This design comes from an exercise in tuning for small area and a short achievable clock period on the open sky130 flow, not from production work.
Function was checked by simulation only, so behaviour that the tests miss may differ from the original.
Power figures rest on the tool's default switching activity, not on a simulated workload.

==> build 80: inputs <==
==> flow/design.v (excerpt) <==
module bit_population_counter_top (
  input  logic         clk_i,
  input  logic         srst_i,
  input  logic [127:0] data_i,
  input  logic         data_val_i,
  output logic [6:0]   data_o,
  output logic         data_val_o
);
  wire s1 = data_i[0] ^ data_i[100] ^ data_i[101];
  wire c2 = (data_i[0] & data_i[100]) | (data_i[0] & data_i[101]) | (data_i[100] & data_i[101]);
  wire s3 = data_i[102] ^ data_i[103] ^ data_i[104];
  wire c4 = (data_i[102] & data_i[103]) | (data_i[102] & data_i[104]) | (data_i[103] & data_i[104]);
  wire s5 = data_i[105] ^ data_i[106] ^ data_i[107];
  wire c6 = (data_i[105] & data_i[106]) | (data_i[105] & data_i[107]) | (data_i[106] & data_i[107]);
  wire s7 = data_i[108] ^ data_i[109] ^ data_i[10];
  wire c8 = (data_i[108] & data_i[109]) | (data_i[108] & data_i[10]) | (data_i[109] & data_i[10]);
  wire s9 = data_i[110] ^ data_i[111] ^ data_i[112];
  wire c10 = (data_i[110] & data_i[111]) | (data_i[110] & data_i[112]) | (data_i[111] & data_i[112]);
  wire s11 = data_i[113] ^ data_i[114] ^ data_i[115];
  wire c12 = (data_i[113] & data_i[114]) | (data_i[113] & data_i[115]) | (data_i[114] & data_i[115]);
  wire s13 = data_i[116] ^ data_i[117] ^ data_i[118];
  wire c14 = (data_i[116] & data_i[117]) | (data_i[116] & data_i[118]) | (data_i[117] & data_i[118]);
  ...
Settings: LEC_CHECK=0, CAP_MARGIN=20, CORE_MARGIN=2, CORE_UTILIZATION=40, SLEW_MARGIN=20, SYNTH_ARGS=-noabc, BUFFER_PORTS_ARGS=-buffer_cell sky130_fd_sc_hd__buf_1, CTS_ARGS=-sink_clustering_enable -repair_clock_nets -dont_use_dummy_load -buf_list {sky130_fd_sc_hd__clkbuf_4 sky130_fd_sc_hd__clkbuf_8}; clock period 2.6 ns.
standard.sh (not shown) runs the stock make flow with config.mk's settings and CLKGATE_MAP_FILE= SYNTH_SCRIPT=/design/flow/synth_recipe.tcl, a recipe that flattens the netlist after the stock synthesis.
==> flow/flow/run.sh <==
#!/bin/bash
# The standard layout (standard.sh) with three changes to its settings:
#  - Yosys's synth runs without its early "abc -fast" pass (SYNTH_ARGS=-noabc),
#    so extract_fa keeps the RTL's full adders in their true polarity instead
#    of adding inverters around them; the registers are the same;
#  - ports are buffered with plain buf_1 cells instead of delay buffers;
#  - CTS inserts no dummy loads and uses small clock buffers.
# make's output (every step's log is also kept under orfs/logs) goes to flow.log.
set -euo pipefail
cat >> config.mk <<'CFG'
export SYNTH_ARGS = -noabc
export BUFFER_PORTS_ARGS = -buffer_cell sky130_fd_sc_hd__buf_1
export CTS_ARGS = -sink_clustering_enable -repair_clock_nets -dont_use_dummy_load -buf_list {sky130_fd_sc_hd__clkbuf_4 sky130_fd_sc_hd__clkbuf_8}
CFG
bash standard.sh finish > flow.log 2>&1
==> inputs of trial 75, as changes to build 80 <==
--- a/flow/design.v
+++ b/flow/design.v
@@ -242,37 +242,41 @@
   wire s231 = p2[6] ^ p2[7] ^ p2[8];
   wire c232 = (p2[6] & p2[7]) | (p2[6] & p2[8]) | (p2[7] & p2[8]);
   wire s233 = p2[9] ^ c230 ^ s231;
   wire c234 = (p2[9] & c230) | (p2[9] & s231) | (c230 & s231);
   wire s235 = p2[10] ^ p2[11] ^ p2[12];
   wire c236 = (p2[10] & p2[11]) | (p2[10] & p2[12]) | (p2[11] & p2[12]);
+  wire s237 = c232 ^ s235;
+  wire c238 = c232 & s235;
+  wire s239 = p2[13] ^ c236;
+  wire c240 = p2[13] & c236;
   logic [9:0] p3;
-  wire s237 = p3[5] ^ p3[6] ^ p3[7];
-  wire c238 = (p3[5] & p3[6]) | (p3[5] & p3[7]) | (p3[6] & p3[7]);
-  wire s239 = p3[8] ^ p3[9] ^ c238;
-  wire c240 = (p3[8] & p3[9]) | (p3[8] & c238) | (p3[9] & c238);
-  logic [7:0] p4;
-  wire s241 = p4[0] ^ p4[1];
-  wire c242 = p4[0] & p4[1];
-  wire o243 = p4[2] ^ c242;
-  wire g244 = (p4[2] & c242);
-  wire o245 = p4[3] ^ g244;
-  wire q246 = p4[3] & p4[2];
-  wire g247 = (q246 & c242);
-  wire o248 = p4[4] ^ g247;
-  wire q249 = p4[4] & p4[3];
-  wire g250 = (q249 & g244);
-  wire o251 = p4[5] ^ g250;
-  wire q252 = p4[5] & p4[4];
-  wire q253 = q252 & p4[3];
-  wire g254 = (q253 & g244);
-  wire o255 = p4[6] ^ g254;
-  wire q256 = p4[6] & p4[5];
-  wire q257 = q256 & p4[4];
-  wire g258 = (q257 & g247);
-  wire o259 = p4[7] ^ g258;
+  wire s241 = p3[0] ^ p3[1];
+  wire c242 = p3[0] & p3[1];
+  wire s243 = p3[5] ^ p3[6];
+  wire c244 = p3[5] & p3[6];
+  wire s245 = p3[7] ^ p3[8];
+  wire c246 = p3[7] & p3[8];
+  wire o247 = p3[2] ^ c242;
+  wire g248 = (p3[2] & c242);
+  wire o249 = p3[3] ^ g248;
+  wire q250 = p3[3] & p3[2];
+  wire g251 = (q250 & c242);
+  wire o252 = p3[4] ^ g251;
+  wire q253 = p3[4] & p3[3];
+  wire g254 = (q253 & g248);
+  wire o255 = s243 ^ g254;
+  wire q256 = s243 & p3[4];
+  wire q257 = q256 & p3[3];
+  wire g258 = (q257 & g248) | c244;
+  wire o259 = s245 ^ g258;
+  wire g260 = (s245 & c244) | c246;
+  wire q261 = s245 & s243;
+  wire q262 = q261 & p3[4];
+  wire g263 = (q262 & g251) | g260;
+  wire o264 = p3[9] ^ g263;
   always_ff @( posedge clk_i )
     begin
       p0[0] <= s83;
       p0[1] <= s9;
       p0[2] <= s101;
       p0[3] <= s103;
@@ -373,33 +377,25 @@
       p2[13] <= c228;
       p3[0] <= p2[0];
       p3[1] <= p2[1];
       p3[2] <= p2[2];
       p3[3] <= s229;
       p3[4] <= s233;
-      p3[5] <= c232;
-      p3[6] <= s235;
-      p3[7] <= c234;
-      p3[8] <= p2[13];
-      p3[9] <= c236;
-      p4[0] <= p3[0];
-      p4[1] <= p3[1];
-      p4[2] <= p3[2];
-      p4[3] <= p3[3];
-      p4[4] <= p3[4];
-      p4[5] <= s237;
-      p4[6] <= s239;
-      p4[7] <= c240;
+      p3[5] <= s237;
+      p3[6] <= c234;
+      p3[7] <= c238;
+      p3[8] <= s239;
+      p3[9] <= c240;
     end
-  wire [6:0] count = {o259, o255, o251, o248, o245, o243, s241};
-  logic [5:0] val;
+  wire [6:0] count = {o264, o259, o255, o252, o249, o247, s241};
+  logic [4:0] val;
   always_ff @( posedge clk_i )
     begin
       if ( srst_i )
         val <= '0;
       else
-        val <= { val[4:0], data_val_i };
+        val <= { val[3:0], data_val_i };
     end
-  assign data_val_o = val[5];
+  assign data_val_o = val[4];
   always_ff @( posedge clk_i )
     data_o <= count;
 endmodule
--- a/flow/flow/run.sh
+++ b/flow/flow/run.sh
@@ -7,9 +7,9 @@
 #  - CTS inserts no dummy loads and uses small clock buffers.
 # make's output (every step's log is also kept under orfs/logs) goes to flow.log.
 set -euo pipefail
 cat >> config.mk <<'CFG'
 export SYNTH_ARGS = -noabc
 export BUFFER_PORTS_ARGS = -buffer_cell sky130_fd_sc_hd__buf_1
-export CTS_ARGS = -sink_clustering_enable -repair_clock_nets -dont_use_dummy_load -buf_list {sky130_fd_sc_hd__clkbuf_4 sky130_fd_sc_hd__clkbuf_8}
+export CTS_ARGS = -repair_clock_nets -dont_use_dummy_load -sink_clustering_enable -buf_list {sky130_fd_sc_hd__clkbuf_4} -sink_clustering_size 50 -sink_clustering_max_diameter 300 -sink_clustering_buffer sky130_fd_sc_hd__clkbuf_8
 CFG
 bash standard.sh finish > flow.log 2>&1
CTS_ARGS = -repair_clock_nets -dont_use_dummy_load -sink_clustering_enable -buf_list {sky130_fd_sc_hd__clkbuf_4} -sink_clustering_size 50 -sink_clustering_max_diameter 300 -sink_clustering_buffer sky130_fd_sc_hd__clkbuf_8   (was -sink_clustering_enable -repair_clock_nets -dont_use_dummy_load -buf_list {sky130_fd_sc_hd__clkbuf_4 sky130_fd_sc_hd__clkbuf_8})
==> inputs of build 20, as changes to build 80 <==
--- a/flow/design.v
+++ b/flow/design.v
@@ -242,37 +242,41 @@
   wire s231 = p2[6] ^ p2[7] ^ p2[8];
   wire c232 = (p2[6] & p2[7]) | (p2[6] & p2[8]) | (p2[7] & p2[8]);
   wire s233 = p2[9] ^ c230 ^ s231;
   wire c234 = (p2[9] & c230) | (p2[9] & s231) | (c230 & s231);
   wire s235 = p2[10] ^ p2[11] ^ p2[12];
   wire c236 = (p2[10] & p2[11]) | (p2[10] & p2[12]) | (p2[11] & p2[12]);
+  wire s237 = c232 ^ s235;
+  wire c238 = c232 & s235;
+  wire s239 = p2[13] ^ c236;
+  wire c240 = p2[13] & c236;
   logic [9:0] p3;
-  wire s237 = p3[5] ^ p3[6] ^ p3[7];
-  wire c238 = (p3[5] & p3[6]) | (p3[5] & p3[7]) | (p3[6] & p3[7]);
-  wire s239 = p3[8] ^ p3[9] ^ c238;
-  wire c240 = (p3[8] & p3[9]) | (p3[8] & c238) | (p3[9] & c238);
-  logic [7:0] p4;
-  wire s241 = p4[0] ^ p4[1];
-  wire c242 = p4[0] & p4[1];
-  wire o243 = p4[2] ^ c242;
-  wire g244 = (p4[2] & c242);
-  wire o245 = p4[3] ^ g244;
-  wire q246 = p4[3] & p4[2];
-  wire g247 = (q246 & c242);
-  wire o248 = p4[4] ^ g247;
-  wire q249 = p4[4] & p4[3];
-  wire g250 = (q249 & g244);
-  wire o251 = p4[5] ^ g250;
-  wire q252 = p4[5] & p4[4];
-  wire q253 = q252 & p4[3];
-  wire g254 = (q253 & g244);
-  wire o255 = p4[6] ^ g254;
-  wire q256 = p4[6] & p4[5];
-  wire q257 = q256 & p4[4];
-  wire g258 = (q257 & g247);
-  wire o259 = p4[7] ^ g258;
+  wire s241 = p3[0] ^ p3[1];
+  wire c242 = p3[0] & p3[1];
+  wire s243 = p3[5] ^ p3[6];
+  wire c244 = p3[5] & p3[6];
+  wire s245 = p3[7] ^ p3[8];
+  wire c246 = p3[7] & p3[8];
+  wire o247 = p3[2] ^ c242;
+  wire g248 = (p3[2] & c242);
+  wire o249 = p3[3] ^ g248;
+  wire q250 = p3[3] & p3[2];
+  wire g251 = (q250 & c242);
+  wire o252 = p3[4] ^ g251;
+  wire q253 = p3[4] & p3[3];
+  wire g254 = (q253 & g248);
+  wire o255 = s243 ^ g254;
+  wire q256 = s243 & p3[4];
+  wire q257 = q256 & p3[3];
+  wire g258 = (q257 & g248) | c244;
+  wire o259 = s245 ^ g258;
+  wire g260 = (s245 & c244) | c246;
+  wire q261 = s245 & s243;
+  wire q262 = q261 & p3[4];
+  wire g263 = (q262 & g251) | g260;
+  wire o264 = p3[9] ^ g263;
   always_ff @( posedge clk_i )
     begin
       p0[0] <= s83;
       p0[1] <= s9;
       p0[2] <= s101;
       p0[3] <= s103;
@@ -373,33 +377,25 @@
       p2[13] <= c228;
       p3[0] <= p2[0];
       p3[1] <= p2[1];
       p3[2] <= p2[2];
       p3[3] <= s229;
       p3[4] <= s233;
-      p3[5] <= c232;
-      p3[6] <= s235;
-      p3[7] <= c234;
-      p3[8] <= p2[13];
-      p3[9] <= c236;
-      p4[0] <= p3[0];
-      p4[1] <= p3[1];
-      p4[2] <= p3[2];
-      p4[3] <= p3[3];
-      p4[4] <= p3[4];
-      p4[5] <= s237;
-      p4[6] <= s239;
-      p4[7] <= c240;
+      p3[5] <= s237;
+      p3[6] <= c234;
+      p3[7] <= c238;
+      p3[8] <= s239;
+      p3[9] <= c240;
     end
-  wire [6:0] count = {o259, o255, o251, o248, o245, o243, s241};
-  logic [5:0] val;
+  wire [6:0] count = {o264, o259, o255, o252, o249, o247, s241};
+  logic [4:0] val;
   always_ff @( posedge clk_i )
     begin
       if ( srst_i )
         val <= '0;
       else
-        val <= { val[4:0], data_val_i };
+        val <= { val[3:0], data_val_i };
     end
-  assign data_val_o = val[5];
+  assign data_val_o = val[4];
   always_ff @( posedge clk_i )
     data_o <= count;
 endmodule
==> inputs of trial 93, as changes to build 80 <==
--- a/flow/design.v
+++ b/flow/design.v
@@ -242,37 +242,41 @@
   wire s231 = p2[6] ^ p2[7] ^ p2[8];
   wire c232 = (p2[6] & p2[7]) | (p2[6] & p2[8]) | (p2[7] & p2[8]);
   wire s233 = p2[9] ^ c230 ^ s231;
   wire c234 = (p2[9] & c230) | (p2[9] & s231) | (c230 & s231);
   wire s235 = p2[10] ^ p2[11] ^ p2[12];
   wire c236 = (p2[10] & p2[11]) | (p2[10] & p2[12]) | (p2[11] & p2[12]);
+  wire s237 = c232 ^ s235;
+  wire c238 = c232 & s235;
+  wire s239 = p2[13] ^ c236;
+  wire c240 = p2[13] & c236;
   logic [9:0] p3;
-  wire s237 = p3[5] ^ p3[6] ^ p3[7];
-  wire c238 = (p3[5] & p3[6]) | (p3[5] & p3[7]) | (p3[6] & p3[7]);
-  wire s239 = p3[8] ^ p3[9] ^ c238;
-  wire c240 = (p3[8] & p3[9]) | (p3[8] & c238) | (p3[9] & c238);
-  logic [7:0] p4;
-  wire s241 = p4[0] ^ p4[1];
-  wire c242 = p4[0] & p4[1];
-  wire o243 = p4[2] ^ c242;
-  wire g244 = (p4[2] & c242);
-  wire o245 = p4[3] ^ g244;
-  wire q246 = p4[3] & p4[2];
-  wire g247 = (q246 & c242);
-  wire o248 = p4[4] ^ g247;
-  wire q249 = p4[4] & p4[3];
-  wire g250 = (q249 & g244);
-  wire o251 = p4[5] ^ g250;
-  wire q252 = p4[5] & p4[4];
-  wire q253 = q252 & p4[3];
-  wire g254 = (q253 & g244);
-  wire o255 = p4[6] ^ g254;
-  wire q256 = p4[6] & p4[5];
-  wire q257 = q256 & p4[4];
-  wire g258 = (q257 & g247);
-  wire o259 = p4[7] ^ g258;
+  wire s241 = p3[0] ^ p3[1];
+  wire c242 = p3[0] & p3[1];
+  wire s243 = p3[5] ^ p3[6];
+  wire c244 = p3[5] & p3[6];
+  wire s245 = p3[7] ^ p3[8];
+  wire c246 = p3[7] & p3[8];
+  wire o247 = p3[2] ^ c242;
+  wire g248 = (p3[2] & c242);
+  wire o249 = p3[3] ^ g248;
+  wire q250 = p3[3] & p3[2];
+  wire g251 = (q250 & c242);
+  wire o252 = p3[4] ^ g251;
+  wire q253 = p3[4] & p3[3];
+  wire g254 = (q253 & g248);
+  wire o255 = s243 ^ g254;
+  wire q256 = s243 & p3[4];
+  wire q257 = q256 & p3[3];
+  wire g258 = (q257 & g248) | c244;
+  wire o259 = s245 ^ g258;
+  wire g260 = (s245 & c244) | c246;
+  wire q261 = s245 & s243;
+  wire q262 = q261 & p3[4];
+  wire g263 = (q262 & g251) | g260;
+  wire o264 = p3[9] ^ g263;
   always_ff @( posedge clk_i )
     begin
       p0[0] <= s83;
       p0[1] <= s9;
       p0[2] <= s101;
       p0[3] <= s103;
@@ -373,33 +377,25 @@
       p2[13] <= c228;
       p3[0] <= p2[0];
       p3[1] <= p2[1];
       p3[2] <= p2[2];
       p3[3] <= s229;
       p3[4] <= s233;
-      p3[5] <= c232;
-      p3[6] <= s235;
-      p3[7] <= c234;
-      p3[8] <= p2[13];
-      p3[9] <= c236;
-      p4[0] <= p3[0];
-      p4[1] <= p3[1];
-      p4[2] <= p3[2];
-      p4[3] <= p3[3];
-      p4[4] <= p3[4];
-      p4[5] <= s237;
-      p4[6] <= s239;
-      p4[7] <= c240;
+      p3[5] <= s237;
+      p3[6] <= c234;
+      p3[7] <= c238;
+      p3[8] <= s239;
+      p3[9] <= c240;
     end
-  wire [6:0] count = {o259, o255, o251, o248, o245, o243, s241};
-  logic [5:0] val;
+  wire [6:0] count = {o264, o259, o255, o252, o249, o247, s241};
+  logic [4:0] val;
   always_ff @( posedge clk_i )
     begin
       if ( srst_i )
         val <= '0;
       else
-        val <= { val[4:0], data_val_i };
+        val <= { val[3:0], data_val_i };
     end
-  assign data_val_o = val[5];
+  assign data_val_o = val[4];
   always_ff @( posedge clk_i )
     data_o <= count;
 endmodule
--- a/flow/flow/run.sh
+++ b/flow/flow/run.sh
@@ -7,9 +7,9 @@
 #  - CTS inserts no dummy loads and uses small clock buffers.
 # make's output (every step's log is also kept under orfs/logs) goes to flow.log.
 set -euo pipefail
 cat >> config.mk <<'CFG'
 export SYNTH_ARGS = -noabc
 export BUFFER_PORTS_ARGS = -buffer_cell sky130_fd_sc_hd__buf_1
-export CTS_ARGS = -sink_clustering_enable -repair_clock_nets -dont_use_dummy_load -buf_list {sky130_fd_sc_hd__clkbuf_4 sky130_fd_sc_hd__clkbuf_8}
+export CTS_ARGS = -sink_clustering_enable -repair_clock_nets -dont_use_dummy_load -buf_list {sky130_fd_sc_hd__clkbuf_4}
 CFG
 bash standard.sh finish > flow.log 2>&1
CTS_ARGS = -sink_clustering_enable -repair_clock_nets -dont_use_dummy_load -buf_list {sky130_fd_sc_hd__clkbuf_4}   (was -sink_clustering_enable -repair_clock_nets -dont_use_dummy_load -buf_list {sky130_fd_sc_hd__clkbuf_4 sky130_fd_sc_hd__clkbuf_8})
SETUP_SLACK_MARGIN = 1.25   (was default)
==> metrics.md <==
| Metric | Value |
|---|---|
| Int Pwr | `4.07 mW` |
| Hold EP | `val[0]` |
| Via/cell ratio | `4.14` |
| Row cnt | `40` |
| DR iter-0 viols | `between 50 and 60` |
| Sequential Power Share | `51.4%` |
| Max stage delay on crit path | `0.58 ns` |
| Status | `complete, no violations` |
| Total global-route track usage | `between 10% and 20%` |
| Grt met2 use | `a little under a quarter` |
the above is filed under trial 93

==> metrics.md <==
| Metric | Value |
|---|---|
| Status | `complete, no violations` |
| DR iter-0 viols | `49` |
| Grt met2 use | `22.3%` |
| Row cnt | `40` |
| Hold EP | `val[0]` |
| Max stage delay on crit path | `0.58 ns` |
| Sequential Power Share | `49.5%` |
| Via/cell ratio | `about 4.1` |
| Total global-route track usage | `13.4%` |
| Global route overflow | `0` |
| Int Pwr | `4.19 mW` |
the above is filed under build 20

==> metrics.md <==
| Metric | Value |
|---|---|
| Status | `complete, no violations` |
| Int Pwr | `3.91 mW` |
| Sequential Power Share | `a little over half` |
| Total global-route track usage | `13.3%` |
| Via/cell ratio | `4.11` |
| Max stage delay on crit path | `0.56 ns` |
the above is filed under trial 75

==> metrics.md <==
| Metric | Value |
|---|---|
| Status | `complete, no violations` |
| Grt met2 use | `23.6%` |
| Hold EP | `p3[0]` |
| DR iter-0 viols | `60` |
| Max stage delay on crit path | `0.53 ns` |
| Sequential Power Share | `52.2%` |
| Comb. pwr | `between 1.5 and 2 mW` |
| Via/cell ratio | `approximately 4.1` |
| Row cnt | `41` |
| Heaviest power group | `registers` |
| Hold Slack | `0.324 ns` |
the above is filed under build 80

[re-timing with driven ports]
How much do the figures lean on ideal ports? The routed layouts below were timed once more, with nothing changed but the port constraints. Step 1: set_driving_cell puts a clkbuf_16 on clk_i and a buf_2 on each other input, an assumption about the parent block. Step 2 times the ports against the registers' clock, not the clock port: input delays grow and output delays shrink by t, the midpoint of the rising clock arrivals with the driver on. a / b / c = ideal / step 1 / step 2; a / b = the first two.
| run | t (ns) | setup slack, ns | worst hold slack (ns) | clock arrival spread, ns | cell pins on the clock port's net |
|---|---|---|---|---|---|
| build 80 | 0.424 | 1.083 / 1.083 / 0.775 | 0.324 / 0.324 / 0.324 | 0.027 / 0.027 | 1 |
| trial 75 | 0.485 | 1.117 / 1.117 / 0.818 | 0.271 / 0.261 / 0.330 | 0.032 / 0.033 | 1 |
| build 20 | 0.436 | 1.119 / 1.119 / 0.809 | 0.320 / 0.311 / 0.326 | 0.020 / 0.020 | 1 |
| trial 93 | 0.485 | 1.083 / 1.083 / 0.833 | 0.255 / 0.245 / 0.329 | 0.038 / 0.038 | 1 |
After both steps setup and hold are still met in every run listed. The setup slack of build 20, which loses most, moves by 0.000 ns with the drivers and by -0.310 ns with both steps.
